What follows belongs to an exercise in optimizing a design on an open flow for small area and a short achievable clock period; a production flow would make more cautious choices.
No functional check of the RTL was part of any run shown here.

==> design.v <==
`timescale 1ns / 1ps
module cordic_stage (clk, reset, X_i, Y_i, Z_i, X_O, Y_O, Z_O);
  input clk;
  input reset;
  input  signed [15:0] X_i;
  input  signed [15:0] Y_i;
  input  signed [15:0] Z_i;
  output signed [15:0] X_O;
  output signed [15:0] Y_O;
  output signed [15:0] Z_O;
  reg [16*15-1:0] ws;
  reg [16*15-1:0] vs;
  reg [14:0] q;
  reg [14:0] n;
  reg signed [13:0] z1;
  reg signed [13:0] z2;
  reg signed [12:0] z3;
  reg signed [11:0] z4;
  reg signed [10:0] z5;
  reg signed [9:0]  z6;
  reg signed [8:0]  z7;
  reg signed [7:0]  z8;
  reg signed [6:0]  z9;
  reg signed [5:0]  z10;
  reg signed [4:0]  z11;
  reg signed [3:0]  z12;
  reg signed [2:0]  z13;
  reg signed [1:0]  z14;
  reg               z15;
  reg               z15c;
  reg               zo, zo2;
  reg [15:0] xo, yo;
  wire qi = Z_i[15] ^ Z_i[14];
  always @(posedge clk) begin
    ws[15:0] <= X_i ^ {16{qi}};
    vs[15:0] <= Y_i ^ {16{Z_i[15]}};
    q[0]     <= qi;
    n[0]     <= Z_i[14];
    z1       <= {~Z_i[13], Z_i[12:0]};
  end
  wire [13:0] dnext = {z14[1], z13[2], z12[3], z11[4], z10[5], z9[6], z8[7],
                       z7[8], z6[9], z5[10], z4[11], z3[12], z2[13], z1[13]};
  wire signed [13:0] z2n;
  wire [15:0] w1n, v1n;
  cordic_iter #(.J(0), .WI(14), .WO(14), .A(4836)) it0 (.w(ws[15:0]), .v(vs[15:0]),
    .n(n[0]), .q(q[0]), .z(z1), .wo(w1n), .vo(v1n), .zo(z2n));
  wire signed [12:0] z3n;
  wire [15:0] w2n, v2n;
  cordic_iter #(.J(1), .WI(14), .WO(13), .A(2555)) it1 (.w(ws[31:16]), .v(vs[31:16]),
    .n(n[1]), .q(q[1]), .z(z2), .wo(w2n), .vo(v2n), .zo(z3n));
  wire signed [11:0] z4n;
  wire [15:0] w3n, v3n;
  cordic_iter #(.J(2), .WI(13), .WO(12), .A(1297)) it2 (.w(ws[47:32]), .v(vs[47:32]),
    .n(n[2]), .q(q[2]), .z(z3), .wo(w3n), .vo(v3n), .zo(z4n));
  wire signed [10:0] z5n;
  wire [15:0] w4n, v4n;
  cordic_iter #(.J(3), .WI(12), .WO(11), .A(651)) it3 (.w(ws[63:48]), .v(vs[63:48]),
    .n(n[3]), .q(q[3]), .z(z4), .wo(w4n), .vo(v4n), .zo(z5n));
  wire signed [9:0] z6n;
  wire [15:0] w5n, v5n;
  cordic_iter #(.J(4), .WI(11), .WO(10), .A(326)) it4 (.w(ws[79:64]), .v(vs[79:64]),
    .n(n[4]), .q(q[4]), .z(z5), .wo(w5n), .vo(v5n), .zo(z6n));
  wire signed [8:0] z7n;
  wire [15:0] w6n, v6n;
  cordic_iter #(.J(5), .WI(10), .WO(9), .A(163)) it5 (.w(ws[95:80]), .v(vs[95:80]),
    .n(n[5]), .q(q[5]), .z(z6), .wo(w6n), .vo(v6n), .zo(z7n));
  wire signed [7:0] z8n;
  wire [15:0] w7n, v7n;
  cordic_iter #(.J(6), .WI(9), .WO(8), .A(81)) it6 (.w(ws[111:96]), .v(vs[111:96]),
    .n(n[6]), .q(q[6]), .z(z7), .wo(w7n), .vo(v7n), .zo(z8n));
  wire signed [6:0] z9n;
  wire [15:0] w8n, v8n;
  cordic_iter #(.J(7), .WI(8), .WO(7), .A(41)) it7 (.w(ws[127:112]), .v(vs[127:112]),
    .n(n[7]), .q(q[7]), .z(z8), .wo(w8n), .vo(v8n), .zo(z9n));
  wire signed [5:0] z10n;
  wire [15:0] w9n, v9n;
  cordic_iter #(.J(8), .WI(7), .WO(6), .A(20)) it8 (.w(ws[143:128]), .v(vs[143:128]),
    .n(n[8]), .q(q[8]), .z(z9), .wo(w9n), .vo(v9n), .zo(z10n));
  wire signed [4:0] z11n;
  wire [15:0] w10n, v10n;
  cordic_iter #(.J(9), .WI(6), .WO(5), .A(10)) it9 (.w(ws[159:144]), .v(vs[159:144]),
    .n(n[9]), .q(q[9]), .z(z10), .wo(w10n), .vo(v10n), .zo(z11n));
  wire signed [3:0] z12n;
  wire [15:0] w11n, v11n;
  cordic_iter #(.J(10), .WI(5), .WO(4), .A(5)) it10 (.w(ws[175:160]), .v(vs[175:160]),
    .n(n[10]), .q(q[10]), .z(z11), .wo(w11n), .vo(v11n), .zo(z12n));
  wire signed [2:0] z13n;
  wire [15:0] w12n, v12n;
  cordic_iter #(.J(11), .WI(4), .WO(3), .A(3)) it11 (.w(ws[191:176]), .v(vs[191:176]),
    .n(n[11]), .q(q[11]), .z(z12), .wo(w12n), .vo(v12n), .zo(z13n));
  wire signed [1:0] z14n;
  wire [15:0] w13n, v13n;
  cordic_iter #(.J(12), .WI(3), .WO(2), .A(1)) it12 (.w(ws[207:192]), .v(vs[207:192]),
    .n(n[12]), .q(q[12]), .z(z13), .wo(w13n), .vo(v13n), .zo(z14n));
  wire [15:0] w14n, v14n;
  wire z15n;
  cordic_iter #(.J(13), .WI(2), .WO(1), .A(1), .LAST(1)) it13 (.w(ws[223:208]), .v(vs[223:208]),
    .n(n[13]), .q(q[13]), .z(z14), .wo(w14n), .vo(v14n), .zo(z15n));
  always @(posedge clk) begin
    ws[31:16] <= w1n;
    vs[31:16] <= v1n;
    ws[47:32] <= w2n;
    vs[47:32] <= v2n;
    ws[63:48] <= w3n;
    vs[63:48] <= v3n;
    ws[79:64] <= w4n;
    vs[79:64] <= v4n;
    ws[95:80] <= w5n;
    vs[95:80] <= v5n;
    ws[111:96] <= w6n;
    vs[111:96] <= v6n;
    ws[127:112] <= w7n;
    vs[127:112] <= v7n;
    ws[143:128] <= w8n;
    vs[143:128] <= v8n;
    ws[159:144] <= w9n;
    vs[159:144] <= v9n;
    ws[175:160] <= w10n;
    vs[175:160] <= v10n;
    ws[191:176] <= w11n;
    vs[191:176] <= v11n;
    ws[207:192] <= w12n;
    vs[207:192] <= v12n;
    ws[223:208] <= w13n;
    vs[223:208] <= v13n;
    ws[239:224] <= w14n;
    vs[239:224] <= v14n;
    n[14:1] <= dnext;
    q[14:1] <= q[13:0];
    z2  <= z2n;
    z3  <= z3n;
    z4  <= z4n;
    z5  <= z5n;
    z6  <= z6n;
    z7  <= z7n;
    z8  <= z8n;
    z9  <= z9n;
    z10 <= z10n;
    z11 <= z11n;
    z12 <= z12n;
    z13 <= z13n;
    z14 <= z14n;
    z15 <= z15n;
    z15c <= z14[0];
    zo  <= z15;
    zo2 <= ~z15c;
  end
  wire [15:0] xo_n, yo_n;
  cordic_last last (.w(ws[16*14 +: 16]), .v(vs[16*14 +: 16]), .d14(n[14]), .d15(z15),
                    .q(q[14]), .xo(xo_n), .yo(yo_n));
  always @(posedge clk) begin
    xo <= xo_n;
    yo <= yo_n;
  end
  assign X_O = xo;
  assign Y_O = yo;
  assign Z_O = {{8{zo2}}, {8{zo}}};
endmodule
module cordic_iter (w, v, n, q, z, wo, vo, zo);
  parameter J = 0;
  parameter WI = 14;
  parameter WO = 14;
  parameter A = 0;
  parameter LAST = 0;
  input  [15:0]   w;
  input  [15:0]   v;
  input           n;
  input           q;
  input  [WI-1:0] z;
  output [15:0]   wo;
  output [15:0]   vo;
  output [WO-1:0] zo;
  localparam L = 16 - J;
  function [15:0] step;
    input [15:0] a;
    input [15:0] b;
    input        inv;
    input        cin;
    input        flip;
    reg   [L-1:0] bb, p, g, gg, pp, gn, pn;
    reg   [L:0]   c;
    reg           s, inc, dec, ones, zeros;
    integer i, d;
    begin
      bb = b[15:J] ^ {L{inv}};
      p  = a[L-1:0] ^ bb;
      g  = a[L-1:0] & bb;
      gg = {g[L-1:1], g[0] | (p[0] & cin)};
      pp = p;
      for (d = 1; d < L; d = d * 2) begin
        gn = gg; pn = pp;
        for (i = d; i < L; i = i + 1) begin
          gn[i] = gg[i] | (pp[i] & gg[i-d]);
          pn[i] = pp[i] & pp[i-d];
        end
        gg = gn; pp = pn;
      end
      c = {gg, cin};
      step[L-1:0] = p ^ c[L-1:0] ^ {L{flip}};
      s   = b[15] ^ inv;
      inc = c[L] & ~s;
      dec = ~c[L] & s;
      ones = 1'b1; zeros = 1'b1;
      for (i = L; i < 16; i = i + 1) begin
        step[i] = a[i] ^ flip ^ (inc & ones) ^ (dec & zeros);
        ones  = ones & a[i];
        zeros = zeros & ~a[i];
      end
    end
  endfunction
  wire nn = z[WI-1];
  assign wo = step(w, v, 1'b1, ~n ^ q, 1'b0);
  assign vo = step(v, w, 1'b0, q, LAST ? n : n ^ nn);
  wire [WI-1:0] k = A;
  wire [WI-1:0] s = z + (nn ? k : -k);
  assign zo = s[WO-1:0];
endmodule
module cordic_step (a, b, cin, flip, o);
  parameter J = 0;
  parameter INV = 0;
  localparam L = 16 - J;
  input  [15:0] a;
  input  [15:0] b;
  input         cin;
  input         flip;
  output [15:0] o;
  wire [L-1:0] bb = b[15:J] ^ {L{INV[0]}};
  wire [L-1:0] p  = a[L-1:0] ^ bb;
  wire [L-1:0] g  = a[L-1:0] & bb;
  reg  [L:0]   c;
  reg  [L-1:0] gg, pp, gn, pn;
  integer i, d;
  always @(*) begin
    gg = {g[L-1:1], g[0] | (p[0] & cin)};
    pp = p;
    for (d = 1; d < L; d = d * 2) begin
      gn = gg; pn = pp;
      for (i = d; i < L; i = i + 1) begin
        gn[i] = gg[i] | (pp[i] & gg[i-d]);
        pn[i] = pp[i] & pp[i-d];
      end
      gg = gn; pp = pn;
    end
    c = {gg, cin};
  end
  assign o[L-1:0] = p ^ c[L-1:0] ^ {L{flip}};
  generate
    if (J > 0) begin : hi
      wire s   = b[15] ^ INV[0];
      wire inc = c[L] & ~s;
      wire dec = ~c[L] & s;
      reg  [15:L] oh;
      reg         ones, zeros;
      integer k;
      always @(*) begin
        ones = 1'b1; zeros = 1'b1;
        for (k = L; k < 16; k = k + 1) begin
          oh[k] = a[k] ^ flip ^ (inc & ones) ^ (dec & zeros);
          ones  = ones & a[k];
          zeros = zeros & ~a[k];
        end
      end
      assign o[15:L] = oh;
    end
  endgenerate
endmodule
module cordic_last (w, v, d14, d15, q, xo, yo);
  input  [15:0] w;
  input  [15:0] v;
  input         d14;       
  input         d15;       
  input         q;
  output [15:0] xo;
  output [15:0] yo;
  function [15:0] addlow;
    input [15:0] a;
    input [4:0]  lp;
    reg          ones, zeros;
    integer i;
    begin
      addlow[2:0] = lp[2:0];
      ones = 1'b1; zeros = 1'b1;
      for (i = 3; i < 16; i = i + 1) begin
        addlow[i] = a[i] ^ (lp[4] & ones) ^ (lp[3] & zeros);
        ones  = ones & a[i];
        zeros = zeros & ~a[i];
      end
    end
  endfunction
  function [1:0] sign14_tab;
    input [6:0] idx;
    reg [1:0] o;
    reg n00, n01, n02, n03, n04, n05, n06, n07, n08, n09, n10, n11, n12;
    begin
      n00 = ~idx[4];
      n01 = ~(idx[0] & idx[2]);
      n02 = ~(idx[0] | idx[2]);
      n03 = ~((idx[4] & n01) | n02);
      n04 = ~((idx[1] & n03) | idx[3]);
      n05 = ~((idx[0] & idx[2]) | idx[1]);
      n06 = ~((n00 | n02) & n05);
      n07 = idx[5] | idx[6];
      n08 = ~((idx[3] & n06) | n07);
      n09 = idx[5] & idx[6];
      n10 = ~(idx[1] ^ idx[3]);
      n11 = n09 & n10;
      n12 = ~(n06 & n11);
      o[0] = n08 & ~(n04);
      o[1] = ~((idx[1] & n03) | n12);
      sign14_tab = o;
    end
  endfunction
  function [4:0] last_tab0;
    input [7:0] idx;
    reg [4:0] o;
    reg n000, n001, n002, n003, n004, n005, n006, n007, n008, n009, n010, n011, n012, n013, n014, n015, n016, n017, n018, n019, n020, n021, n022, n023, n024, n025, n026, n027, n028, n029, n030, n031, n032, n033, n034, n035, n036, n037, n038, n039, n040, n041, n042, n043, n044, n045, n046, n047, n048, n049, n050, n051, n052;
    begin
      n000 = ~idx[2];
      n001 = ~idx[5];
      n002 = idx[0] | idx[3];
      n003 = ~((idx[2] | n002) & idx[4]);
      n004 = ~(idx[0] & idx[1]);
      n005 = idx[2] & ~(n004);
      n006 = ~((idx[3] & n005) | idx[4]);
      n007 = ~(idx[6] | idx[7]);
      n008 = idx[1] | ~(idx[0]);
      n009 = ~n008;
      n010 = ~(idx[0] & idx[3]);
      n011 = n008 & n010;
      n012 = ~(idx[4] & n011);
      n013 = idx[4] | ~(n002);
      n014 = n009 | n013;
      n015 = idx[2] ? n014 : n012;
      n016 = ~(idx[5] & n003);
      n017 = ~((idx[5] | n015) & (n016 | n006));
      n018 = idx[4] | ~(idx[6]);
      n019 = ~(n000 & n002);
      n020 = idx[3] | ~(idx[2]);
      n021 = n008 | n020;
      n022 = ~(n019 & n021);
      n023 = n001 & ~(n011);
      n024 = ~((idx[5] & n022) | (n023 & n000));
      n025 = ~(idx[4] & idx[6]);
      n026 = ~((idx[5] | n010) & n020);
      n027 = idx[0] ? idx[1] : n000;
      n028 = ~(n020 & n027);
      n029 = ~((n004 & n026) | (n028 & idx[5]));
      n030 = ~((n018 | n024) & (n025 | n029));
      n031 = n000 & ~(n008);
      n032 = idx[2] | n008;
      n033 = idx[4] | n031;
      n034 = ~((idx[3] & n005) | n033);
      n035 = n021 & ~(n003);
      n036 = ~((n034 | n035) & idx[5]);
      n037 = idx[3] & ~(idx[4]);
      n038 = ~((n031 & n037) | idx[5]);
      n039 = idx[6] | n038;
      n040 = ~((n015 & n038) | idx[6]);
      n041 = ~((n036 & n040) | n030);
      n042 = ~(idx[4] ^ idx[6]);
      n043 = ~((n011 & n019) | (n020 & n009));
      n044 = n000 ? n008 : n004;
      n045 = ~n044;
      n046 = idx[0] ? idx[1] : idx[2];
      n047 = idx[3] ? n046 : n045;
      n048 = n001 ? n047 : n043;
      n049 = n002 & n010;
      n050 = idx[4] ? n021 : n032;
      n051 = ~((idx[5] & n050) | n039);
      n052 = n030 | n051;
      o[0] = ~(n001 ^ n049);
      o[1] = ~(n042 ^ n048);
      o[2] = ~(idx[7] ^ n041);
      o[3] = n007 & n017;
      o[4] = idx[7] & n052;
      last_tab0 = o;
    end
  endfunction
  function [4:0] last_tab1;
    input [7:0] idx;
    reg [4:0] o;
    reg n000, n001, n002, n003, n004, n005, n006, n007, n008, n009, n010, n011, n012, n013, n014, n015, n016, n017, n018, n019, n020, n021, n022, n023, n024, n025, n026, n027, n028, n029, n030, n031, n032, n033, n034, n035, n036, n037, n038, n039, n040, n041, n042, n043, n044, n045, n046, n047, n048, n049, n050, n051, n052, n053, n054;
    begin
      n000 = ~idx[4];
      n001 = ~idx[6];
      n002 = ~idx[1];
      n003 = ~(idx[3] | idx[0]);
      n004 = idx[3] & idx[2];
      n005 = ~((idx[0] | n002) & (n003 | n004));
      n006 = n003 & ~(idx[2]);
      n007 = ~(idx[0] | idx[1]);
      n008 = idx[2] | ~(n007);
      n009 = ~(idx[4] & n008);
      n010 = ~((n000 & n005) | idx[5]);
      n011 = ~((n006 | n009) & n010);
      n012 = n004 & n007;
      n013 = idx[5] & n009;
      n014 = ~((idx[4] | n012) & (n013 | idx[6]));
      n015 = idx[4] & ~(idx[5]);
      n016 = ~(n006 & n015);
      n017 = ~((idx[1] | n016) & idx[6]);
      n018 = idx[7] | ~(n017);
      n019 = idx[2] & idx[1];
      n020 = n003 & n019;
      n021 = n007 | ~(idx[2]);
      n022 = idx[3] & idx[0];
      n023 = n004 | n022;
      n024 = ~((n021 & n023) | idx[4]);
      n025 = ~((n009 | n020) & idx[5]);
      n026 = ~((n024 | n025) & n011);
      n027 = idx[4] & ~(n012);
      n028 = ~((idx[2] | n022) & n027);
      n029 = idx[4] | n007;
      n030 = idx[2] & ~(n003);
      n031 = ~((n029 | n030) & idx[5]);
      n032 = n028 & ~(n031);
      n033 = n031 | ~(n028);
      n034 = idx[2] | n007;
      n035 = idx[3] | idx[2];
      n036 = ~((n007 & n035) | n022);
      n037 = ~(n034 & n036);
      n038 = ~(idx[4] | idx[5]);
      n039 = ~((n003 | n034) & n038);
      n040 = ~(idx[6] & n039);
      n041 = ~((n015 & n037) | n040);
      n042 = ~((n001 & n026) | (n033 & n041));
      n043 = ~(n003 | n022);
      n044 = idx[5] ? n022 : n003;
      n045 = ~((idx[2] & n043) | n044);
      n046 = ~(n000 ^ n007);
      n047 = ~(idx[6] ^ n046);
      n048 = n022 & ~(idx[2]);
      n049 = n000 ? n048 : n020;
      n050 = ~((n021 | n022) & n015);
      n051 = ~((idx[6] | n049) & idx[7]);
      n052 = ~((idx[6] & n032) | n051);
      n053 = ~((idx[5] | idx[6]) & n050);
      n054 = n039 & ~(n053);
      o[0] = ~(idx[5] ^ n043);
      o[1] = ~(n045 ^ n047);
      o[2] = ~(idx[7] ^ n042);
      o[3] = ~((n011 & n014) | n018);
      o[4] = n052 & n054;
      last_tab1 = o;
    end
  endfunction
  function signbit;
    input [15:0] a;
    input [1:0]  id;
    begin
      signbit = a[15] ^ (id[1] & (&a[14:3])) ^ (id[0] & ~(|a[14:3]));
    end
  endfunction
  wire       w15s = signbit(w, sign14_tab({w[2:0], v[15:14], ~d14, q}));
  wire       v15s = signbit(v, sign14_tab({v[2:0], w[15:14], d14, q}));
  wire [7:0] ix   = {w[2:0], v[15:14], ~d14, ~d15, q};
  wire [7:0] iy   = {v[2:0], w[15:14], d14, d15, q};
  wire [15:0] x0 = addlow(w, last_tab0(ix));
  wire [15:0] x1 = addlow(w, last_tab1(ix));
  wire [15:0] y0 = addlow(v, last_tab0(iy));
  wire [15:0] y1 = addlow(v, last_tab1(iy));
  assign xo = v15s ? x1 : x0;
  assign yo = w15s ? y1 : y0;
endmodule
==> run.sh <==
#!/bin/bash
# synth_recipe.tcl (not shown) runs the flow's synth.tcl, then flattens the netlist and writes it again
# the make line also repeats each setting of config.mk as NAME=value (left out here)
make -C /OpenROAD-flow-scripts/flow DESIGN_CONFIG=/design/flow/config.mk WORK_HOME=/design/flow/orfs CLKGATE_MAP_FILE= SYNTH_SCRIPT=/design/flow/synth_recipe.tcl finish
==> config.mk <==
export PLATFORM = sky130hd
export DESIGN_NAME = cordic_stage
export DESIGN_NICKNAME = cordic_stage
export VERILOG_FILES = /design/flow/design.v
export SDC_FILE = /design/flow/constraint.sdc
export NUM_CORES = 4
export LEC_CHECK = 0
export CAP_MARGIN = 20
export CORE_MARGIN = 2
export CORE_UTILIZATION = 40
export SETUP_SLACK_MARGIN = 0.5
export SLEW_MARGIN = 20
export SYNTH_HIERARCHICAL = 1
export SYNTH_MINIMUM_KEEP_SIZE = 0
==> constraint.sdc <==
create_clock -name core_clock -period 3.65 [get_ports {clk}]
set_input_delay 0.7300 -clock core_clock [delete_from_list [all_inputs] [get_ports {clk}]]
set_output_delay 0.7300 -clock core_clock [all_outputs]
set_load 0.01 [all_outputs]
==> run_results.csv, run 1 <==
group,metric,value,unit
min_path,hold_start,"z9[1]$_DFF_P_",
die,die_h,319,µm
die,core_area,0.0984,mm²
die,start_util,0.403,
global_route,grt_usage,0.168,
setup_path,crit_family,"compound AO/OA/AOI/OAI gates",
yosys,synthMuxAreaShare,0.0148,
place,place.gp.congestion,0.866,
setup_path,critPathBufInv,1,
setup_path,crit_chain,"clkinvlp_4 -> ha_1 -> nand2b_1 -> a211oi_1 -> o2bb2a_1 -> a22oi_4 -> mux2_4 -> or3_4 -> o21ai_2 -> xnor2_1",
clocking,clk_pin_slew,0.05,ns
die,die_w,319,µm
yosys,synth_top_family_by_area,"XOR/XNOR gates",
job,maxCapViolCount,0,
place,place_hpwl,66.9,mm
yosys,synth_cell_types,138,
clocking,insertion_delay,0.65,ns
setup_path,crit_slowest_cell,"dfxtp_2",
global_route,grt_start_max_net_pins,34,
yosys,synth_top_cell_by_area,"dfxtp_1",
yosys,synth_top_area_share,0.335,
global_route,first_global_vias,27700,
setup_path,cp.arrival,3.55,ns
route,routed_via_density,5.08,
timing,setup_viol,0,
clocking,htree_levels,3,
route,first_pass_iters,5,
timing,worst_pin_slew,1.12,ns
setup_path,max_stage_delay,0.39,ns
yosys,synth-xor-area-share,0.182,
clocking,clock_sinks,664,
clocking,ctsHoldBuffers,0,
setup_path,r2r-start,"ws[238]$_DFF_P_",
timing,fmax,0.336,GHz
timing,fin_crit_sh,0.817,
global_route,grt_pass1_wl,141,mm
layout,diodes,0,
timing,max_slew_margin,0.255,
route,vias,28600,
yosys,synthTopCellsByCount,"664 x dfxtp_1, 526 x xnor2_1, 333 x ha_1",
timing,fin_crit,2.98,ns
setup_path,cp-end-kind,"register",
setup_path,worst-setup-path-type,"register to register",
setup_path,cp_max_fo,7,
yosys,avgSynthCellArea,9.51,µm²
yosys,synth.most_common_cell,"dfxtp_1",
global_route,grt_overflow,0,
setup_path,required,4.22,ns
route,drt_iter0_markers,1649,
yosys,syn-cell-area,0.0397,mm²
layout,areaGrowthSynthToFinish,12.2,%
yosys,syn_nets,4628,
yosys,synthCells,4175,
layout,fin_nets,4729,
yosys,synth-compound-area-share,0.152,
clocking,cts_buffers,77,
run_status,status,"complete, no violations",
die,fp-row-count,115,
route,post_drt_wl_per_cell,15.3,µm
yosys,ys.warnings.count,22,
yosys,ys_ff_latch,664,
die,ioPinCount,98,
timing,hold_viol,0,
min_path,min_path_type,"register to register",
setup_path,crit_start,"ws[238]$_DFF_P_",
clocking,cts_tree,"built",
route,finalWirelength,85.8,mm
yosys,yosysSeqAreaShare,0.335,
place,port_buffers,96,
timing,setup_tns,0,ns
yosys,synth_flop_cell,"dfxtp_1",
layout,drive_gt1_frac,0.0762,
clocking,ctsRootBufferMaster,"clkbuf_16",
yosys,synth_fa_ha_area_frac,0.140,
yosys,synth_edf_count,0,
yosys,synth_top_cells_by_area,"dfxtp_1 33%, xnor2_1 12%, ha_1 10%, xor2_1 5.3%, fa_1 3.5%",
route,drt.antenna.violating_nets,0,
timing,fin_skew,0.0521,ns
route,drcViolationCount,0,
setup_path,startpoint_type,"register",
clocking,clockBufferDepth,3,
timing,slew_violations,0,
global_route,antenna_found_initial,2,
timing,rsz0062_at_grt,"no",
yosys,synthSimpleGateAreaFrac,0.130,
yosys,async_flop_share,0,
die,dieArea,0.102,mm²
-- per-module statistics from Yosys, one instance, submodules excluded, excerpt --
module	flip-flops and latches	cells	area [µm²]
cordic_last	0	444	3010
cordic_stage	664	721	14000
-- sequential cells by signal, indices dropped and copies added, names as in the netlist, 10 cells and up --
name	cells
z1	14
ws	240
n	15
vs	240
z6	10
z3	13
yo	16
xo	16
q	15
z2	14
z4	12
z5	11
-- final cells by class --
| class | instances | area (µm²) |
|---|---|---|
| multi-input combinational | 3090 | 24700 |
| clock inverter | 32 | 313 |
| sequential | 664 | 13300 |
| timing repair buffer | 138 | 1280 |
| fill | 9533 | 53900 |
| tap | 1287 | 1610 |
| inverter | 305 | 1150 |
| clock buffer | 103 | 2170 |
-- per-stage QoR --
step	cell area, µm²	setup slack (ns)	cells	hold slack [ns]	utilization
2_1_floorplan	39700	0.512	4175	0.310	-
3_3_place_gp	41900	0.449	5478	0.313	0.426
3_5_place_dp	41900	0.471	5478	0.316	0.426
4_1_cts	44400	0.505	5613	0.330	0.451
5_1_grt	44500	0.504	5619	0.337	0.452
6_report	44500	0.670	5619	0.327	0.452
-- cells by family after synthesis --
| group | Yosys count |
|---|---|
| xor+xnor | 787 |
| compound gates | 870 |
| buf+inv | 421 |
| flops | 664 |
| fa+ha+maj | 403 |
| simple gates | 973 |
| mux | 57 |
-- repair_timing --
item                                    4_1_cts  5_1_grt
endpoints found under the setup margin        3       19
gates cloned                                  0        0
resized for setup                             1       11
setup buffers                                 0        6
pin swaps                                     0        1
-- path summary, 6_finish.rpt --
| kind | endpoint | slack [ns] | depth (start not counted) |
|---|---|---|---|
| setup / recovery | xo[15]$_DFF_P_ | 0.67 | 10 |
| hold / removal | z10[1]$_DFF_P_ | 0.33 | 0 |
| setup reg to reg | xo[15]$_DFF_P_ | 0.67 | 10 |
| hold reg to reg | z10[1]$_DFF_P_ | 0.33 | 0 |
-- routing by layer --
layer,track usage,part of all wire,vias to the layer above
met4,0.0497,0.021,0
met3,0.0268,0.041,115
met1,0.227,0.49,13300
met2,0.274,0.45,465
met5,0,0,-
li1,-,-,14700
-- cell usage in the layout, fill, tap and decap left out, drive strengths merged, types with 12 or more instances in the layout --
cell type | netlist | routed
a211oi | 36 | 36
a21o | 75 | 75
a21oi | 230 | 230
a22oi | 12 | 12
a31oi | 37 | 37
and2 | 17 | 17
and3 | 40 | 40
and4 | 12 | 12
buf | 81 | 42
clkbuf | 35 | 103
clkdlybuf4s50 | 0 | 96
clkinv | 0 | 21
dfxtp | 664 | 664
fa | 70 | 70
ha | 333 | 333
inv | 305 | 309
mux2i | 53 | 53
nand2 | 217 | 217
nand2b | 52 | 52
nand3 | 81 | 81
nand4 | 35 | 35
nor2 | 206 | 206
nor2b | 65 | 65
nor3 | 98 | 98
nor4 | 26 | 26
o211ai | 34 | 34
o21a | 45 | 45
o21ai | 174 | 174
o21bai | 32 | 32
o22ai | 23 | 23
o31a | 12 | 12
o31ai | 23 | 23
or2 | 18 | 18
or3 | 36 | 36
or4 | 15 | 15
xnor2 | 526 | 526
xor2 | 244 | 244
xor3 | 16 | 16
==> run 2: changes to the inputs <==
--- a/config.mk
+++ b/config.mk
@@ -7,2 +7,3 @@
 export LEC_CHECK = 0
+export ABC_AREA = 1
 export CAP_MARGIN = 20
==> run 2 against run 1 <==
Still clean. Sequential cell count stayed put. Hold slack got worse by 0.0023 ns. Cell count up 41%. Area after synthesis is 15% higher. Global-route usage up 2.0 points. Sequential share of layout area is 3.5 points lower.
==> run_results.csv, run 2 <==
group,metric,value,unit
layout,layout_commonest_cell,"nand2_1",
clocking,ctsRootBufferMaster,"clkbuf_16",
route,drt_iter0_markers,2479,
global_route,grt_pass1_wl,181,mm
clocking,ctsHoldBuffers,0,
place,place.gp.congestion,0.902,
run_status,status,"complete, no violations",
clocking,clockBufferDepth,3,
yosys,synthCells,6288,
place,place_hpwl,87.9,mm
clocking,clk_pin_slew,0.06,ns
clocking,clock_sinks,664,
route,first_pass_iters,8,
route,routed_via_density,4.84,
yosys,synth_top_area_share,0.291,
yosys,syn-cell-area,0.0457,mm²
setup_path,required,4.19,ns
clocking,insertion_delay,0.66,ns
timing,fin_skew,0.0372,ns
layout,diodes,0,
layout,reg.largest.list,"vs x240, ws x240",
layout,drive_gt1_frac,0.0696,
yosys,synthTopCellsByCount,"1,669 x nand2_1, 892 x inv_1, 664 x dfxtp_1",
global_route,grt_start_max_net_pins,25,
timing,setup_tns,0,ns
yosys,yosysSeqAreaShare,0.291,
timing,setup_slack,0.774,ns
die,die_w,342,µm
timing,slew_violations,0,
route,finalWirelength,110,mm
timing,fin_crit_sh,0.788,
setup_path,ff2ff_path_depth,15,
yosys,synth_edf_count,0,
timing,fin_crit,2.88,ns
timing,worst_pin_slew,1.08,ns
yosys,synth_top_cell_by_area,"dfxtp_1",
yosys,async_flop_share,0,
timing,hold_viol,0,
yosys,synth_cell_types,69,
die,ioPinCount,98,
die,core_area,0.114,mm²
die,dieArea,0.117,mm²
yosys,ys_ff_latch,664,
global_route,first_global_vias,36500,
layout,final_area,0.0505,mm²
global_route,antenna_found_initial,3,
yosys,avgSynthCellArea,7.27,µm²
layout,fill_cells,11600,
die,start_util,0.401,
setup_path,cp_max_fo,10,
timing,max_slew_margin,0.275,
clocking,post_cts_buffers,0,
die,fp-row-count,124,
layout,fin_nets,6831,
setup_path,startpoint_type,"register",
place,port_buffers,96,
clocking,cts_buffers,80,
route,post_drt_wl_per_cell,13.8,µm
layout,most-common-layout-cells,"1,669 x nand2_1, 892 x inv_1, 663 x dfxtp_1",
die,die_h,342,µm
layout,areaGrowthSynthToFinish,10.5,%
setup_path,worst-setup-path-type,"register to register",
route,drt.antenna.violating_nets,0,
yosys,syn_nets,6741,
setup_path,cp.arrival,3.42,ns
place,post-place-ws,0.708,ns
yosys,synth.most_common_cell,"nand2_1",
timing,rsz0062_at_grt,"no",
setup_path,cp-end-kind,"register",
global_route,grt_overflow,0,
route,drcViolationCount,0,
min_path,min_path_cells,0,
route,vias,38500,
job,maxCapViolCount,0,
min_path,min_path_type,"register to register",
clocking,cts_tree,"built",
timing,setup_viol,0,
yosys,ys.warnings.count,22,
clocking,htree_levels,3,
clocking,cts_resized,0,
timing,fmax,0.348,GHz
yosys,synth_top_cells_by_area,"dfxtp_1 29%, nand2_1 14%, ha_1 9.1%, xor2_1 8.2%, inv_1 7.3%",
yosys,synth_flop_cell,"dfxtp_1",
global_route,grt_usage,0.187,
place,placed_area,0.0478,mm²
[run 2: changes by cell type after synthesis, sizes merged, moves of 134 or more]
cell   change
xnor2    -353
inv      +634
nand4    +134
nand2   +1519
xor2     +207
nor2     +235
nand3    +512
[run 2: cell families (layout without fill, tap and decap cells)]
group                      count (synthesis)  count (layout)  synth area share
AOI/OAI and AO/OA                        468             468            0.0569
xor gates and xnor gates                 625             625             0.128
adders and majority gates                403             403             0.122
buffers and inverters                   1052            1199            0.0969
DFF                                      664             664             0.291
and+or+nand+nor                         3076            3076             0.306
[run 2: metal layers]
layer	global-route usage	routed length [µm]	vias up
met5	0	13	-
met4	0.0578	2850	2
met3	0.0238	4980	161
met2	0.302	48400	745
met1	0.259	53700	17400
li1	-	-	20100
[run 2: modules after synthesis (local to each module, per instance), excerpt]
module        cells inside  area [µm²]  flops+latches  copies in the design
cordic_last            786        3900              0                     1
cordic_stage           775       13900            664                     1
[run 2: cell type report]
cell class | instances | area, µm² | area share
inverters | 947 | 3560 | 0.0705
flip-flops and latches | 664 | 13300 | 0.263
clock inverters | 29 | 403 | 0.00797
multi-input cells | 4572 | 28000 | 0.554
clock buffers | 110 | 2290 | 0.0452
repair buffers | 113 | 1090 | 0.0215
well taps | 1512 | 1890 | 0.0374
[run 2: critical path, stage by stage, from the launching register on]
cell and delay, ns:
dfxtp_1 0.59, inv_2 0.20, ha_1 0.27, inv_1 0.15
nand2_1 0.08, a21oi_1 0.14, nand2_1 0.07, nand2_1 0.08
nand2_1 0.12, nand2_1 0.24, inv_2 0.16, ha_1 0.21
xor2_1 0.15, xor2_1 0.16, nand2_1 0.06, nand2_1 0.05
[run 2: final timing paths]
check                 startpoint            end  slack (ns)
setup / recovery   q[14]$_DFF_P_  xo[4]$_DFF_P_        0.77
hold / removal    z14[1]$_DFF_P_  n[14]$_DFF_P_        0.32
setup reg to reg   q[14]$_DFF_P_  xo[4]$_DFF_P_        0.77
hold reg to reg   z14[1]$_DFF_P_  n[14]$_DFF_P_        0.32
[run 2: stage by stage]
| step | hold slack (ns) | cells | utilization |
|---|---|---|---|
| floorplan | 0.310 | 6288 | - |
| global placement | 0.311 | 7808 | 0.420 |
| detailed placement | 0.314 | 7808 | 0.420 |
| CTS | 0.326 | 7947 | 0.444 |
| global route | 0.327 | 7947 | 0.444 |
| finish | 0.324 | 7947 | 0.444 |
==> run 3: changes to the inputs <==
--- a/config.mk
+++ b/config.mk
@@ -7,6 +7,6 @@
 export LEC_CHECK = 0
-export ABC_AREA = 1
 export CAP_MARGIN = 20
 export CORE_MARGIN = 2
-export CORE_UTILIZATION = 40
+export CORE_UTILIZATION = 60
+export PLACE_DENSITY = 0.75
 export SETUP_SLACK_MARGIN = 0.5
==> run 3 against run 2 <==
Still clean on timing, DRC and antenna. Area after synthesis decreased by 13%. Critical path depth decreased by 5. Maximum frequency fell by 3.3%. Core utilization grew 22 points. Sequential cell count stayed put. Via count shrank 25%. Worst setup slack got worse by 0.099 ns. Global-route usage is 5.5 points higher. Critical path type unchanged. Largest cell class unchanged.
==> run_results.csv, run 3 <==
group,metric,value,unit
run_status,status,"complete, no violations",
place,place_hpwl,63.2,mm
yosys,async_flop_share,0,
timing,worst_pin_slew,1.12,ns
yosys,synthTopCellsByCount,"664 x dfxtp_1, 526 x xnor2_1, 333 x ha_1",
setup_path,cp.arrival,3.52,ns
setup_path,crit_slowest_cell,"o2bb2a_1",
die,die_h,261,µm
layout,fill_cells,5286,
yosys,syn-cell-area,0.0397,mm²
clocking,ctsRootBufferMaster,"clkbuf_16",
global_route,grt_start_max_net_pins,38,
layout,layout_commonest_cell,"dfxtp_1",
yosys,synth_top_cell_by_area,"dfxtp_1",
timing,setup_slack,0.674,ns
setup_path,crit_chain,"buf_4 -> ha_1 -> nor4b_1 -> a32oi_1 -> o2bb2a_1 -> a22oi_4 -> mux2_4 -> or3_4 -> o21ai_2 -> xnor2_1",
global_route,first_global_vias,28200,
min_path,min_path_type,"register to register",
die,core_area,0.0656,mm²
yosys,synthCells,4175,
yosys,yosysSeqAreaShare,0.335,
route,first_pass_iters,5,
global_route,grt_usage,0.242,
clocking,cts_tree,"built",
yosys,synth.most_common_cell,"dfxtp_1",
yosys,synth_cell_types,138,
die,start_util,0.605,
route,post_drt_wl_per_cell,15.8,µm
timing,rsz0062_at_grt,"no",
die,die_w,261,µm
yosys,synth_flop_cell,"dfxtp_1",
global_route,antenna_found_initial,0,
timing,fin_crit_sh,0.815,
clocking,htree_levels,3,
yosys,synth_top_area_share,0.335,
timing,fin_crit,2.98,ns
timing,setup_tns,0,ns
route,vias,28900,
clocking,clockBufferDepth,3,
yosys,avgSynthCellArea,9.51,µm²
clocking,clock_sinks,664,
clocking,cts_buffers,72,
clocking,insertion_delay,0.61,ns
setup_path,max_stage_delay,0.37,ns
place,post-place-ws,0.517,ns
timing,fmax,0.336,GHz
setup_path,cp-end-kind,"register",
route,drcViolationCount,0,
layout,areaGrowthSynthToFinish,10.4,%
setup_path,startpoint_type,"register",
clocking,clk_pin_slew,0.06,ns
job,maxCapViolCount,0,
setup_path,cp_max_fo,17,
setup_path,worst-r2r-setup-slack,0.67,ns
layout,fin_nets,4725,
timing,setup_viol,0,
timing,fin_skew,0.0252,ns
yosys,ys_ff_latch,664,
yosys,synth_edf_count,0,
route,drt.antenna.violating_nets,0,
setup_path,crit_family,"compound AO/OA/AOI/OAI gates",
yosys,ys.warnings.count,22,
timing,hold_viol,0,
setup_path,worst-setup-path-type,"register to register",
clocking,ctsHoldBuffers,0,
global_route,grt_pass1_wl,136,mm
setup_path,required,4.19,ns
layout,drive_gt1_frac,0.0746,
layout,diodes,0,
place,port_buffers,96,
route,routed_via_density,5.57,
layout,reg.largest.list,"vs x240, ws x240",
timing,slew_violations,0,
setup_path,critPathBufInv,1,
layout,most-common-layout-cells,"662 x dfxtp_1, 526 x xnor2_1, 332 x ha_1",
die,fp-row-count,94,
yosys,syn_nets,4628,
route,drt_iter0_markers,1710,
route,finalWirelength,82.2,mm
die,dieArea,0.0682,mm²
place,place.gp.congestion,0.874,
timing,max_slew_margin,0.251,
die,ioPinCount,98,
global_route,grt_overflow,0,
yosys,synth_top_cells_by_area,"dfxtp_1 33%, xnor2_1 12%, ha_1 10%, xor2_1 5.3%, fa_1 3.5%",
## run 3: kinds of logic (layout without fill, tap and decap cells)
group | Yosys count | in the layout | share of synthesized area
AOI/OAI and AO/OA | 870 | 870 | 0.152
xor gates and xnor gates | 787 | 787 | 0.182
adders and majority gates | 403 | 403 | 0.140
buffers and inverters | 421 | 573 | 0.0471
DFF | 664 | 664 | 0.335
muxes | 57 | 57 | 0.0148
and+or+nand+nor | 973 | 973 | 0.130
## run 3: final timing paths
path / cells past startpoint / end / start
worst max-delay path: 10 / xo[15]$_DFF_P_ / q[14]$_DFF_P_
worst min register to register: 0 / z11[0]$_DFF_P_ / z10[0]$_DFF_P_
worst min-delay path: 0 / z11[0]$_DFF_P_ / z10[0]$_DFF_P_
worst max register to register: 10 / xo[15]$_DFF_P_ / q[14]$_DFF_P_
## run 3: cell type report
cell class | count | area [µm²] | area share
multi-input combinational | 3090 | 24700 | 0.563
clock buffer | 95 | 2020 | 0.0461
inverter | 305 | 1150 | 0.0262
sequential | 664 | 13300 | 0.303
tap | 864 | 1080 | 0.0247
timing repair buffer | 139 | 1290 | 0.0294
clock inverter | 34 | 343 | 0.00782
## run 3: worst reg2reg max path: stages, from the launching register on
cell      delay, ns
dfxtp_2        0.35
buf_4          0.20
ha_1           0.24
nor4b_1        0.32
a32oi_1        0.21
o2bb2a_1       0.37
a22oi_4        0.26
mux2_4         0.37
or3_4          0.34
o21ai_2        0.13
xnor2_1        0.12
## run 3: metal layers
layer  global-route usage  up-vias  share of wire
met4               0.0958        0          0.038
met5                    0        -              0
met2                0.445      549           0.50
li1                     -    14700              -
met3               0.0360      182          0.035
met1                0.282    13500           0.42
## run 3: repair_timing
action                                  4_1_cts  5_1_grt
hold endpoints to repair                      0        0
setup buffers                                 0        6
endpoints found under the setup margin        2       17
gates resized for setup                       1       10
pin swaps                                     0        2
## run 3: Yosys stat by module, one instance, submodules excluded, excerpt
module        times used  cells
cordic_last            1    444
cordic_stage           1    721
## run 3: metrics by stage
step	cells	area (µm²)	utilization	hold WS, ns
final	5191	43900	0.668	0.321
after global routing	5191	43900	0.668	0.325
after CTS	5185	43700	0.666	0.322
after detailed placement	5056	41400	0.630	0.312
after global placement	5056	41400	0.630	0.311
after floorplan	4175	39700	-	0.310
==> run 4: changes to the inputs <==
--- a/config.mk
+++ b/config.mk
@@ -9,5 +9,4 @@
 export CORE_MARGIN = 2
-export CORE_UTILIZATION = 60
-export PLACE_DENSITY = 0.75
-export SETUP_SLACK_MARGIN = 0.5
+export CORE_UTILIZATION = 40
+export SETUP_SLACK_MARGIN = 0.8
 export SLEW_MARGIN = 20
==> run 4 against run 3 <==
Still clean. Clock skew fell by 0.0013 ns. Register-to-register slack improved by 0.19 ns. Synthesized cell count did not move. Via count fell by 1.3%. First-iteration DRC count fell by 6.4%. Wire length rose by 5.1%.
==> run_results.csv, run 4 <==
group,metric,value,unit
clocking,clock_sinks,664,
global_route,first_global_vias,27700,
setup_path,r2r-start,"q[14]$_DFF_P_",
yosys,syn_nets,4628,
die,die_h,319,µm
timing,max_slew_margin,0.300,
clocking,clockBufferDepth,3,
layout,fill_cells,9383,
layout,drive_gt1_frac,0.0902,
setup_path,startpoint_type,"register",
timing,hold_viol,0,
yosys,syn-cell-area,0.0397,mm²
yosys,synthCells,4175,
global_route,grt_pass1_wl,142,mm
yosys,synth_flop_cell,"dfxtp_1",
yosys,synth_edf_count,0,
layout,multi_input_area,0.0249,mm²
die,start_util,0.403,
global_route,grt_start_max_net_pins,34,
clocking,insertion_delay,0.65,ns
timing,slew_violations,0,
layout,layout_commonest_cell,"dfxtp_1",
route,vias,28500,
min_path,min_path_cells,0,
timing,fin_skew,0.0239,ns
yosys,synthTopCellsByCount,"664 x dfxtp_1, 526 x xnor2_1, 333 x ha_1",
die,core_area,0.0984,mm²
layout,fin_util,0.458,
route,finalWirelength,86.3,mm
setup_path,worst-r2r-setup-slack,0.87,ns
route,drt.antenna.violating_nets,0,
layout,seqCellArea,0.0133,mm²
route,first_pass_iters,8,
min_path,whs_endpoint,"z6[0]$_DFF_P_",
layout,most-common-layout-cells,"650 x dfxtp_1, 526 x xnor2_1, 331 x ha_1",
clocking,clk_pin_slew,0.06,ns
setup_path,ff2ff_path_depth,10,
place,place_hpwl,66.7,mm
route,post_drt_wl_per_cell,15.3,µm
die,dieArea,0.102,mm²
die,fp-row-count,115,
layout,fin_nets,4745,
yosys,ys.warnings.count,22,
setup_path,worst-setup-path-type,"register to register",
global_route,antenna_found_initial,5,
place,port_buffers,96,
setup_path,cp-end-kind,"register",
min_path,hold_start,"z5[0]$_DFF_P_",
yosys,synth_top_cells_by_area,"dfxtp_1 33%, xnor2_1 12%, ha_1 10%, xor2_1 5.3%, fa_1 3.5%",
timing,setup_viol,0,
yosys,ys_ff_latch,664,
yosys,synth_cell_types,138,
yosys,async_flop_share,0,
clocking,cts_tree,"built",
place,place.gp.congestion,0.870,
route,routed_via_density,5.06,
die,ioPinCount,98,
timing,fmax,0.359,GHz
global_route,grt_usage,0.169,
route,drt_iter0_markers,1601,
global_route,grt_overflow,0,
min_path,min_path_type,"register to register",
yosys,synth_top_area_share,0.335,
run_status,status,"complete, no violations",
timing,worst_pin_slew,1.05,ns
timing,setup_tns,0,ns
setup_path,cp_max_fo,9,
clocking,htree_levels,3,
clocking,cts_buffers,77,
setup_path,rr_endpoint,"yo[12]$_DFF_P_",
yosys,yosysSeqAreaShare,0.335,
layout,diodes,0,
job,maxCapViolCount,0,
timing,fin_crit,2.78,ns
route,drcViolationCount,0,
setup_path,cp.arrival,3.36,ns
clocking,ctsRootBufferMaster,"clkbuf_16",
layout,areaGrowthSynthToFinish,13.6,%
timing,fin_crit_sh,0.763,
yosys,synth.most_common_cell,"dfxtp_1",
yosys,avgSynthCellArea,9.51,µm²
setup_path,required,4.23,ns
die,die_w,319,µm
timing,rsz0062_at_grt,"yes",
layout,reg.largest.list,"vs x240, ws x240",
yosys,synth_top_cell_by_area,"dfxtp_1",
run 4: cell types whose count changed in the layout (fill, tap and decap cells not counted), sizes merged:
cell / delta
buf: +14
bufinv: +4
clkbuf: +13
clkinv: -1
clkinvlp: -4
inv: +2
run 4: worst max-delay path: stages, from the launching register on:
cell and delay [ns]:
dfxtp_4 0.40, ha_4 0.21, inv_1 0.12, a211o_1 0.35, a2111oi_4 0.31, xnor3_2 0.34, buf_12 0.16, mux2i_2 0.16
or3_4 0.36, o21ai_2 0.15, xor2_1 0.15
run 4: area by class of cell:
cell class                 instances  share of cell area
inverter                         305              0.0256
timing repair buffer             154              0.0318
sequential                       664               0.295
tap                             1287              0.0357
clock buffer                     107              0.0488
clock inverter                    35              0.0108
multi-input combinational       3090               0.552
run 4: worst max-delay path by stage:
stage / from / end / slack (ns) / depth (start not counted)
after floorplan: q[14]$_DFF_P_ / yo[12]$_DFF_P_ / 0.75 / 14
after global placement: ws[238]$_DFF_P_ / xo[9]$_DFF_P_ / 0.45 / 10
after detailed placement: ws[238]$_DFF_P_ / xo[9]$_DFF_P_ / 0.43 / 10
after CTS: vs[238]$_DFF_P_ / yo[12]$_DFF_P_ / 0.76 / 11
after global routing: q[14]$_DFF_P_ / yo[12]$_DFF_P_ / 0.74 / 10
final: q[14]$_DFF_P_ / yo[12]$_DFF_P_ / 0.87 / 10
run 4: kinds of logic after synthesis:
family,after synthesis,share of synthesized area
xor gates and xnor gates,787,0.182
and+or+nand+nor,973,0.130
DFF,664,0.335
buffers and inverters,421,0.0471
muxes,57,0.0148
AOI/OAI and AO/OA,870,0.152
adders and majority gates,403,0.140
run 4: through the flow:
step	hold WS [ns]	std cells	cell area [µm²]	worst slack [ns]
final	0.321	5642	45100	0.866
after global routing	0.328	5642	45100	0.739
after CTS	0.323	5624	44700	0.764
after detailed placement	0.314	5480	41900	0.429
after global placement	0.313	5480	41900	0.450
after floorplan	0.310	4175	39700	0.755
run 4: per-layer routing:
layer,share of wire,global-route usage,up-vias
li1,-,-,14700
met1,0.48,0.232,13200
met2,0.45,0.273,484
met3,0.042,0.0272,134
met4,0.024,0.0495,0
met5,0,0,-
run 4: timing repair:
| action | in CTS | in global routing |
|---|---|---|
| setup endpoints to repair | 22 | 52 |
| pin swaps | 3 | 20 |
| gates resized for setup | 23 | 55 |
| hold buffers | 0 | 0 |
| gates cloned | 0 | 1 |
| buffers inserted | 2 | 17 |
run 4: modules after synthesis, one instance, submodules excluded, a selection:
module	times used	cells	cell area, µm²
cordic_last	1	444	3010
cordic_stage	1	721	14000
==> run 5: changes to the inputs <==
--- a/design.v
+++ b/design.v
@@ -187,3 +187,3 @@
       g  = a[L-1:0] & bb;
-      gg = {g[L-1:1], g[0] | (p[0] & cin)};
+      gg = g;
       pp = p;
@@ -197,3 +197,3 @@
       end
-      c = {gg, cin};
+      c = {gg | (pp & {L{cin}}), cin};
       step[L-1:0] = p ^ c[L-1:0] ^ {L{flip}};
==> run 5 against run 4 <==
Core utilization hardly changed. Critical path depth stayed put. Synthesized cell count is 2.5% lower. Die area is 1.5% lower.
==> run_results.csv, run 5 <==
group,metric,value,unit
run_status,status,"complete, no violations",
yosys,synthCells,4069,
route,drcViolationCount,0,
die,fp-row-count,114,
yosys,yosysSeqAreaShare,0.340,
route,first_pass_iters,5,
timing,holdWs,0.329,ns
global_route,grt_overflow,0,
job,maxCapViolCount,0,
setup_path,required,4.23,ns
yosys,ys.warnings.count,22,
timing,setup_viol,0,
yosys,synth.most_common_cell,"dfxtp_1",
timing,hold_viol,0,
yosys,synth_top_cell_by_area,"dfxtp_1",
layout,seqCellArea,0.0133,mm²
setup_path,ff2ff_path_depth,10,
setup_path,cp-endpoint,"xo[15]$_DFF_P_",
global_route,grt_start_max_net_pins,44,
global_route,grt_pass1_wl,134,mm
timing,slew_violations,0,
timing,fmax,0.351,GHz
min_path,min_path_type,"register to register",
setup_path,worst-setup-path-type,"register to register",
layout,most-common-layout-cells,"649 x dfxtp_1, 571 x xnor2_1, 356 x ha_1",
die,dieArea,0.100,mm²
setup_path,cp_max_fo,5,
setup_path,startpoint_type,"register",
yosys,synth_top_cells_by_area,"dfxtp_1 34%, xnor2_1 13%, ha_1 12%, xor2_1 4.7%, inv_1 3.0%",
yosys,async_flop_share,0,
setup_path,r2r-start,"ws[238]$_DFF_P_",
yosys,synth_flop_cell,"dfxtp_1",
clocking,insertion_delay,0.65,ns
route,post_drt_wl_per_cell,14.7,µm
route,drt.antenna.violating_nets,0,
route,vias,27800,
die,core_area,0.0969,mm²
layout,fin_util,0.458,
layout,drive_gt1_frac,0.0887,
yosys,synth_top_area_share,0.340,
die,die_h,317,µm
setup_path,cp.arrival,3.43,ns
clocking,clockBufferDepth,3,
global_route,grt_usage,0.162,
global_route,gr-usage-met3,0.0207,
clocking,ctsHoldBuffers,0,
route,routed_via_density,5.03,
clocking,clk_pin_slew,0.06,ns
layout,layout_commonest_cell,"dfxtp_1",
die,ioPinCount,98,
timing,setup_tns,0,ns
yosys,synth_edf_count,0,
setup_path,rr_endpoint,"xo[15]$_DFF_P_",
layout,reg.largest.list,"vs x240, ws x240",
layout,areaGrowthSynthToFinish,13.4,%
yosys,ys_ff_latch,664,
clocking,ctsRootBufferMaster,"clkbuf_16",
route,finalWirelength,81.4,mm
layout,diodes,0,
global_route,antenna_found_initial,0,
min_path,hold_start,"z9[0]$_DFF_P_",
yosys,synthTopCellsByCount,"664 x dfxtp_1, 571 x xnor2_1, 362 x ha_1",
timing,max_slew_margin,0.257,
global_route,met2_usage,0.301,
timing,fin_crit,2.85,ns
timing,rsz0062_at_grt,"yes",
global_route,grt_util_met1,0.189,
clocking,cts_buffers,77,
clocking,cts_tree,"built",
timing,worst_pin_slew,1.11,ns
clocking,htree_levels,3,
global_route,top_usage_layer,"met2",
setup_path,worst-r2r-setup-slack,0.80,ns
place,port_buffers,96,
global_route,first_global_vias,26900,
die,die_w,317,µm
yosys,syn_nets,4523,
die,start_util,0.404,
place,placed_area,0.0413,mm²
setup_path,cp-end-kind,"register",
layout,fin_nets,4644,
place,place.gp.congestion,0.865,
layout,final_area,0.0443,mm²
route,drt_iter0_markers,1364,
timing,fin_crit_sh,0.780,
place,place_hpwl,63.6,mm
layout,fill_cells,9205,
yosys,syn-cell-area,0.0391,mm²
yosys,synth_cell_types,143,
setup_path,crit_start,"ws[238]$_DFF_P_",
layout,multi_input_area,0.0241,mm²
yosys,avgSynthCellArea,9.61,µm²
timing,fin_skew,0.0351,ns
clocking,clock_sinks,664,
-- run 5: cell count changes in the layout (fill, tap and decap cells not counted), moves of 11 or more --
cell	change
a21oi_1	-14
o21a_1	-14
o21ai_0	-17
nand2_1	-43
xnor2_1	+45
nor2b_1	-23
o211ai_1	-17
fa_1	-24
inv_1	+12
a21o_1	+13
ha_1	+25
xor2_1	-28
nand2b_1	-11
-- run 5: layer usage --
layer,wire length [µm],vias up,part of all wire
met5,0,-,0
met4,2440,0,0.030
met3,2330,144,0.029
met2,41700,424,0.51
met1,34900,12900,0.43
li1,-,14400,-
-- run 5: how the worst min path moves through the flow --
stage,end,slack (ns),cells after the start
5_1_grt,z11[0]$_DFF_P_,0.34,0
3_5_place_dp,z6[0]$_DFF_P_,0.32,0
2_1_floorplan,n[14]$_DFF_P_,0.31,0
6_report,z10[0]$_DFF_P_,0.33,0
3_3_place_gp,z10[1]$_DFF_P_,0.32,0
4_1_cts,z10[1]$_DFF_P_,0.33,0
-- run 5: timing repair --
action	in CTS	in global routing
resized for setup	34	33
endpoints found under the setup margin	23	27
pin swaps	6	12
buffers inserted	13	6
-- run 5: logic make-up (layout without fill, tap and decap cells) --
group                      Yosys count  in the layout  share of synthesized area
and+or+nand+nor                    888            888                      0.120
AOI/OAI and AO/OA                  814            814                      0.148
xor gates and xnor gates           807            807                      0.189
DFF                                664            664                      0.340
buffers and inverters              435            616                     0.0519
adders and majority gates          404            404                      0.137
muxes                               57             57                     0.0150
-- run 5: through the flow --
stage,cells,setup slack (ns)
2_1_floorplan,4069,0.755
3_3_place_gp,5368,0.413
3_5_place_dp,5368,0.364
4_1_cts,5520,0.769
5_1_grt,5526,0.741
6_report,5526,0.801
-- run 5: per-module statistics from Yosys, one instance, submodules excluded, a selection --
module / area [µm²] / flip-flops and latches / times used
cordic_stage: 14000 / 664 / 1
cordic_last: 3010 / 0 / 1
-- run 5: final cells by class --
| type | count | area share |
|---|---|---|
| Tap cell | 1276 | 0.0360 |
| Clock buffer | 108 | 0.0506 |
| Inverter | 318 | 0.0271 |
| Sequential cell | 664 | 0.301 |
| Clock inverter | 31 | 0.00866 |
| Timing Repair Buffer | 159 | 0.0330 |
| Multi-Input combinational cell | 2970 | 0.544 |
-- run 5: worst max-delay path, cell delays in order, from the launching register on --
cell and delay (ns):
dfxtp_4 0.39, inv_2 0.07, ha_1 0.21, nand2b_2 0.23
a211oi_1 0.34, o2bb2a_4 0.20, a22oi_4 0.32, mux2_4 0.38
or3_4 0.36, o21ai_4 0.16, xnor2_1 0.13
==> run 6: changes to the inputs <==
--- a/design.v
+++ b/design.v
@@ -32,2 +32,3 @@
   reg [15:0] xo, yo;
+  reg [1:0]  wfl, vfl;
   wire qi = Z_i[15] ^ Z_i[14];
@@ -96,4 +97,5 @@
   wire z15n;
+  wire [1:0] w14f, v14f;
   cordic_iter #(.J(13), .WI(2), .WO(1), .A(1), .LAST(1)) it13 (.w(ws[223:208]), .v(vs[223:208]),
-    .n(n[13]), .q(q[13]), .z(z14), .wo(w14n), .vo(v14n), .zo(z15n));
+    .n(n[13]), .q(q[13]), .z(z14), .wo(w14n), .vo(v14n), .zo(z15n), .wf(w14f), .vf(v14f));
   always @(posedge clk) begin
@@ -144,2 +146,4 @@
     z15c <= z14[0];
+    wfl <= w14f;
+    vfl <= v14f;
     zo  <= z15;
@@ -148,4 +152,4 @@
   wire [15:0] xo_n, yo_n;
-  cordic_last last (.w(ws[16*14 +: 16]), .v(vs[16*14 +: 16]), .d14(n[14]), .d15(z15),
-                    .q(q[14]), .xo(xo_n), .yo(yo_n));
+  cordic_last last (.w(ws[16*14 +: 16]), .v(vs[16*14 +: 16]), .wf(wfl), .vf(vfl), .d14(n[14]),
+                    .d15(z15), .q(q[14]), .xo(xo_n), .yo(yo_n));
   always @(posedge clk) begin
@@ -158,3 +162,3 @@
 endmodule
-module cordic_iter (w, v, n, q, z, wo, vo, zo);
+module cordic_iter (w, v, n, q, z, wo, vo, zo, wf, vf);
   parameter J = 0;
@@ -172,4 +176,6 @@
   output [WO-1:0] zo;
+  output [1:0]    wf;        
+  output [1:0]    vf;        
   localparam L = 16 - J;
-  function [15:0] step;
+  function [17:0] step;
     input [15:0] a;
@@ -181,3 +187,3 @@
     reg   [L:0]   c;
-    reg           s, inc, dec, ones, zeros;
+    reg           s, inc, dec, ones, zeros, o_hi, z_hi, o_up, z_up, ro, rz;
     integer i, d;
@@ -208,2 +214,13 @@
       end
+      o_hi = 1'b1; z_hi = 1'b1;
+      for (i = L + 1; i < 15; i = i + 1) begin
+        o_hi = o_hi & a[i];
+        z_hi = z_hi & ~a[i];
+      end
+      o_up = o_hi & a[L];
+      z_up = z_hi & ~a[L];
+      ro = (~inc & ~dec & o_up) | (inc & o_hi & ~a[L]) | (dec & z_up);
+      rz = (~inc & ~dec & z_up) | (inc & o_up) | (dec & z_hi & a[L]);
+      step[17] = flip ? rz : ro;
+      step[16] = flip ? ro : rz;
     end
@@ -211,4 +228,9 @@
   wire nn = z[WI-1];
-  assign wo = step(w, v, 1'b1, ~n ^ q, 1'b0);
-  assign vo = step(v, w, 1'b0, q, LAST ? n : n ^ nn);
+  wire [17:0] ws_, vs_;
+  assign ws_ = step(w, v, 1'b1, ~n ^ q, 1'b0);
+  assign vs_ = step(v, w, 1'b0, q, LAST ? n : n ^ nn);
+  assign wo  = ws_[15:0];
+  assign vo  = vs_[15:0];
+  assign wf  = LAST ? ws_[17:16] : 2'b00;
+  assign vf  = LAST ? vs_[17:16] : 2'b00;
   wire [WI-1:0] k = A;
@@ -266,5 +288,7 @@
 endmodule
-module cordic_last (w, v, d14, d15, q, xo, yo);
+module cordic_last (w, v, wf, vf, d14, d15, q, xo, yo);
   input  [15:0] w;
   input  [15:0] v;
+  input  [1:0]  wf;        
+  input  [1:0]  vf;        
   input         d14;       
@@ -447,10 +471,11 @@
   function signbit;
-    input [15:0] a;
-    input [1:0]  id;
+    input       a15;
+    input [1:0] f;
+    input [1:0] id;
     begin
-      signbit = a[15] ^ (id[1] & (&a[14:3])) ^ (id[0] & ~(|a[14:3]));
+      signbit = a15 ^ (id[1] & f[1]) ^ (id[0] & f[0]);
     end
   endfunction
-  wire       w15s = signbit(w, sign14_tab({w[2:0], v[15:14], ~d14, q}));
-  wire       v15s = signbit(v, sign14_tab({v[2:0], w[15:14], d14, q}));
+  wire       w15s = signbit(w[15], wf, sign14_tab({w[2:0], v[15:14], ~d14, q}));
+  wire       v15s = signbit(v[15], vf, sign14_tab({v[2:0], w[15:14], d14, q}));
   wire [7:0] ix   = {w[2:0], v[15:14], ~d14, ~d15, q};
==> run 6 against run 5 <==
Still clean. Area after synthesis up 0.26%. Via count up 0.59%. Clock skew down 0.0070 ns. Worst setup slack better by 0.059 ns. Critical path type unchanged.
==> run_results.csv, run 6 <==
group,metric,value,unit
run_status,status,"complete, no violations",
die,fp-row-count,114,
route,first_pass_iters,5,
timing,max_slew_margin,0.257,
place,placed_area,0.0413,mm²
place,post-place-ws,0.582,ns
setup_path,cp-end-kind,"register",
yosys,ys.warnings.count,30,
yosys,avgSynthCellArea,9.58,µm²
min_path,min_path_cells,0,
layout,fin_nets,4669,
layout,reg.largest.list,"vs x240, ws x240",
global_route,grt_usage,0.160,
timing,fin_crit,2.79,ns
timing,worst_pin_slew,1.11,ns
clocking,clockBufferDepth,3,
layout,fin_util,0.460,
setup_path,required,4.15,ns
global_route,antenna_found_initial,0,
die,die_w,317,µm
clocking,ctsRootBufferMaster,"clkbuf_16",
timing,fin_skew,0.0281,ns
route,drt.antenna.violating_nets,0,
die,die_h,317,µm
timing,slew_violations,0,
place,port_buffers,96,
die,dieArea,0.101,mm²
layout,diodes,0,
route,vias,27900,
die,start_util,0.404,
die,ioPinCount,98,
clocking,insertion_delay,0.64,ns
die,core_area,0.0970,mm²
place,place_hpwl,62.4,mm
global_route,grt_pass1_wl,133,mm
global_route,grt_start_max_net_pins,34,
timing,fmax,0.358,GHz
layout,most-common-layout-cells,"654 x dfxtp_1, 578 x xnor2_1, 354 x ha_1",
timing,hold_viol,0,
min_path,min_path_type,"register to register",
layout,final_area,0.0446,mm²
setup_path,worst-r2r-setup-slack,0.86,ns
route,finalWirelength,80.4,mm
global_route,grt_overflow,0,
layout,drive_gt1_frac,0.0930,
route,drcViolationCount,0,
setup_path,cp_max_fo,4,
layout,areaGrowthSynthToFinish,13.9,%
route,post_drt_wl_per_cell,14.5,µm
timing,setup_slack,0.860,ns
setup_path,startpoint_type,"register",
timing,setup_viol,0,
place,place.gp.congestion,0.837,
setup_path,worst-setup-path-type,"register to register",
setup_path,ff2ff_path_depth,10,
timing,setup_tns,0,ns
setup_path,cp.arrival,3.29,ns
yosys,syn_nets,4553,
clocking,clock_sinks,668,
yosys,syn-cell-area,0.0392,mm²
clocking,cts_tree,"built",
clocking,htree_levels,3,
clocking,clk_pin_slew,0.05,ns
timing,rsz0062_at_grt,"yes",
route,routed_via_density,5.04,
layout,layout_commonest_cell,"dfxtp_1",
job,maxCapViolCount,0,
clocking,cts_buffers,77,
route,drt_iter0_markers,1152,
yosys,synthCells,4095,
global_route,first_global_vias,27700,
layout,fill_cells,9217,
timing,fin_crit_sh,0.764,
clocking,ctsHoldBuffers,0,
run 6: stage by stage:
stage | cells | hold WS [ns]
after floorplan | 4095 | 0.310
after CTS | 5535 | 0.326
after global placement | 5390 | 0.314
after detailed placement | 5390 | 0.312
after global routing | 5547 | 0.330
final | 5547 | 0.324
run 6: path summary, 6_finish.rpt:
kind,startpoint,end
setup reg to reg,ws[67]$_DFF_P_,ws[93]$_DFF_P_
setup / recovery,ws[67]$_DFF_P_,ws[93]$_DFF_P_
hold reg to reg,z1[1]$_DFF_P_,z2[1]$_DFF_P_
hold / removal,z1[1]$_DFF_P_,z2[1]$_DFF_P_
run 6: critical path, stage by stage, from the launching register on:
cell,delay [ns]
dfxtp_1,0.38
ha_4,0.23
a21o_1,0.16
a221o_1,0.34
a31o_4,0.23
o311a_4,0.32
o41a_4,0.43
and2_4,0.17
ha_4,0.15
xnor2_2,0.13
xnor2_1,0.13
run 6: cell type report:
class                   instances  area (µm²)  area share
repair buffers                151        1410      0.0316
well taps                    1276        1600      0.0358
clock inverters                31         529      0.0119
clock buffers                 108        2270      0.0508
flip-flops and latches        668       13400       0.300
inverters                     318        1200      0.0268
multi-input cells            2995       24200       0.543
run 6: timing repair:
action / in CTS / in global routing
setup buffers: 6 / 11
endpoints found under the setup margin: 24 / 51
gates resized for setup: 36 / 38
pin swaps: 6 / 11
cloned: 0 / 1
run 6: layer usage:
metal / part of all wire / vias to the layer above / global-route usage
met5: 0 / - / 0
met4: 0.033 / 0 / 0.0563
met3: 0.032 / 164 / 0.0242
met2: 0.51 / 468 / 0.304
met1: 0.42 / 12900 / 0.181
li1: - / 14400 / -

-- separate check: timing with driven ports --
In the flow no input, the clock included, has a driving cell. The finished layouts below were timed again as built, in two steps.
Step 1: set_driving_cell puts a clkbuf_16 on clk and a buf_2 on each other input, an assumption about the parent block.
Step 2 also shifts input and output timing later by t, the mid clock arrival at the registers, as if the neighbouring blocks saw the same clock.
a / b / c = ideal / step 1 / step 2; a / b = the first two.
run	t (ns)	setup slack, ns	hold WS [ns]	clock arrival spread, ns	worst data-port slew with drivers (ns)
run 1	0.688	0.670 / 0.670 / 0.670	0.327 / 0.327 / 0.327	0.052 / 0.052	0.07
run 2	0.711	0.774 / 0.774 / 0.774	0.324 / 0.324 / 0.324	0.039 / 0.038	0.07
run 3	0.663	0.674 / 0.674 / 0.674	0.321 / 0.321 / 0.321	0.028 / 0.028	0.04
run 4	0.704	0.866 / 0.866 / 0.866	0.321 / 0.321 / 0.321	0.028 / 0.028	0.05
run 5	0.697	0.801 / 0.801 / 0.801	0.329 / 0.329 / 0.329	0.044 / 0.043	0.04
run 6	0.683	0.860 / 0.860 / 0.860	0.324 / 0.324 / 0.324	0.030 / 0.030	0.05
After both steps setup and hold are still met in every run listed.
